From an optimization exercise on the open Yosys and OpenROAD flow, aimed at small area and a short achievable clock period; shortcuts taken in it are not production practice. The RTL was checked by simulation tests, not by an equivalence proof against the original design.

== zinc ==
## top_level
module top_level(f1,f2,p,in_1,in_2,out,clk,clk2);
input [7:0]in_1, in_2;
input clk;
input clk2;
input [15:0]p;   
input [15:0]f1,f2;  
output [15:0]out;
wire       nz1_d, nz2_d;
wire [2:0] k1_d, k2_d;
wire [6:0] xf1_d, xf2_d;
convert cv1 (.int8(in_1), .nz(nz1_d), .k(k1_d), .xf(xf1_d));
convert cv2 (.int8(in_2), .nz(nz2_d), .k(k2_d), .xf(xf2_d));
reg        nz1, nz2, s1, s2;
reg  [4:0] be1, be2;
reg  [2:0] k1, k2;
reg  [6:0] xf1, xf2;
reg  [9:0] bm1, bm2;
reg  [12:0] t31, t32;    
always @(posedge clk) begin
  t31 <= {2'b00, 1'b1, f1[9:0]} + {1'b0, 1'b1, f1[9:0], 1'b0};
  t32 <= {2'b00, 1'b1, f2[9:0]} + {1'b0, 1'b1, f2[9:0], 1'b0};
  nz1 <= nz1_d;  nz2 <= nz2_d;
  be1 <= f1[14:10]; be2 <= f2[14:10];
  k1  <= k1_d;      k2  <= k2_d;
  xf1 <= xf1_d;  xf2 <= xf2_d;
  s1  <= f1[15]; s2  <= f2[15];
  bm1 <= f1[9:0]; bm2 <= f2[9:0];
end
wire [18:7] P1_d, P2_d;
mult mu1 (.xf(xf1), .bm(bm1), .B3(t31), .P(P1_d));
mult mu2 (.xf(xf2), .bm(bm2), .B3(t32), .P(P2_d));
wire [15:0] m1_d, m2_d;
mult_norm mn1 (.nz(nz1), .s(s1), .e0(be1 + {2'b00, k1}), .P(P1_d), .C(m1_d));
mult_norm mn2 (.nz(nz2), .s(s2), .e0(be2 + {2'b00, k2}), .P(P2_d), .C(m2_d));
reg [15:0] m1, m2;
always @(posedge clk) begin
  m1 <= m1_d;
  m2 <= m2_d;
  ...
==> flow/config.mk <==
export PLATFORM = sky130hd
export DESIGN_NAME = top_level
export DESIGN_NICKNAME = top_level
export VERILOG_FILES = /design/flow/design.v
export SDC_FILE = /design/flow/constraint.sdc
export NUM_CORES = 4
export LEC_CHECK = 0
export ABC_AREA = 1
export CAP_MARGIN = 20
export CORE_MARGIN = 2
export CORE_UTILIZATION = 70
export PLACE_DENSITY = 0.8
export SLEW_MARGIN = 20
==> flow/constraint.sdc <==
create_clock -name core_clock -period 13.5 [get_ports {clk}]
set_input_delay 2.7000 -clock core_clock [delete_from_list [all_inputs] [get_ports {clk}]]
set_output_delay 2.7000 -clock core_clock [all_outputs]
set_load 0.01 [all_outputs]
standard.sh (not shown) runs the stock make flow with config.mk's settings and CLKGATE_MAP_FILE= SYNTH_SCRIPT=/design/flow/synth_recipe.tcl, a recipe that flattens the netlist after the stock synthesis.
==> flow/flow/run.sh <==
#!/bin/bash
# Own layout flow: the standard flow's synthesis script and layout, with these changes
# in how the layout is made:
#  - synthesis leaves the arithmetic to ABC instead of first mapping full
#    and half adders to fixed adder cells (ADDER_MAP_FILE empty); the
#    registers, their names and cell types are the same as the standard
#    synthesis gives;
#  - the port buffers are buf_2 cells instead of the resizer's default pick;
set -euo pipefail
bash standard.sh ADDER_MAP_FILE= synth > synth.log 2>&1
bash standard.sh ADDER_MAP_FILE= SETUP_SLACK_MARGIN=9.6 TNS_END_PERCENT=0 "BUFFER_PORTS_ARGS=-buffer_cell sky130_fd_sc_hd__buf_2" finish > layout.log 2>&1
The inputs of xenon differ from those of zinc as listed below.
Settings: PLACE_DENSITY now 0.75, was 0.8; CORE_UTILIZATION now 65, was 70.
-- flow/flow/run.sh --
<<< zinc, line 9
set -euo pipefail
bash standard.sh ADDER_MAP_FILE= synth > synth.log 2>&1
bash standard.sh ADDER_MAP_FILE= SETUP_SLACK_MARGIN=9.6 TNS_END_PERCENT=0 "BUFFER_PORTS_ARGS=-buffer_cell sky130_fd_sc_hd__buf_2" finish > layout.log 2>&1
>>> xenon, line 9
set -euo pipefail
bash standard.sh ADDER_MAP_FILE= synth > synth.log 2>&1
bash standard.sh ADDER_MAP_FILE= SETUP_SLACK_MARGIN=9.7 TNS_END_PERCENT=0 "BUFFER_PORTS_ARGS=-buffer_cell sky130_fd_sc_hd__buf_2" finish > layout.log 2>&1
Results
- Against zinc, xenon reports a worst relative slew slack that is higher.
- Compared xenon against zinc; critical path depth within noise.

[afterwards: timing with drivers on the ports]
In the flow no input, the clock included, has a driving cell. The finished layouts below were timed again as built, in two steps. Step 1 assumes that a clkbuf_16 drives the clock port and a buf_2 every other input. Step 2 times the ports against the registers' clock, not the clock port: input delays grow and output delays shrink by t, the midpoint of the rising clock arrivals with the driver on. Three values: ideal ports, drivers, drivers and shift; two values: the first two.
run	t, ns	setup WS [ns]	slew at the worst register clock pin (ns)	cell pins on the clock port's net
zinc	0.493	9.352 / 9.352 / 9.227	0.08 / 0.08	1
xenon	0.490	9.257 / 9.257 / 9.027	0.08 / 0.08	1
After both steps setup and hold are still met in every run listed. For xenon, which loses most, drivers alone change the setup slack by 0.000 ns; drivers and shift together by -0.230 ns.
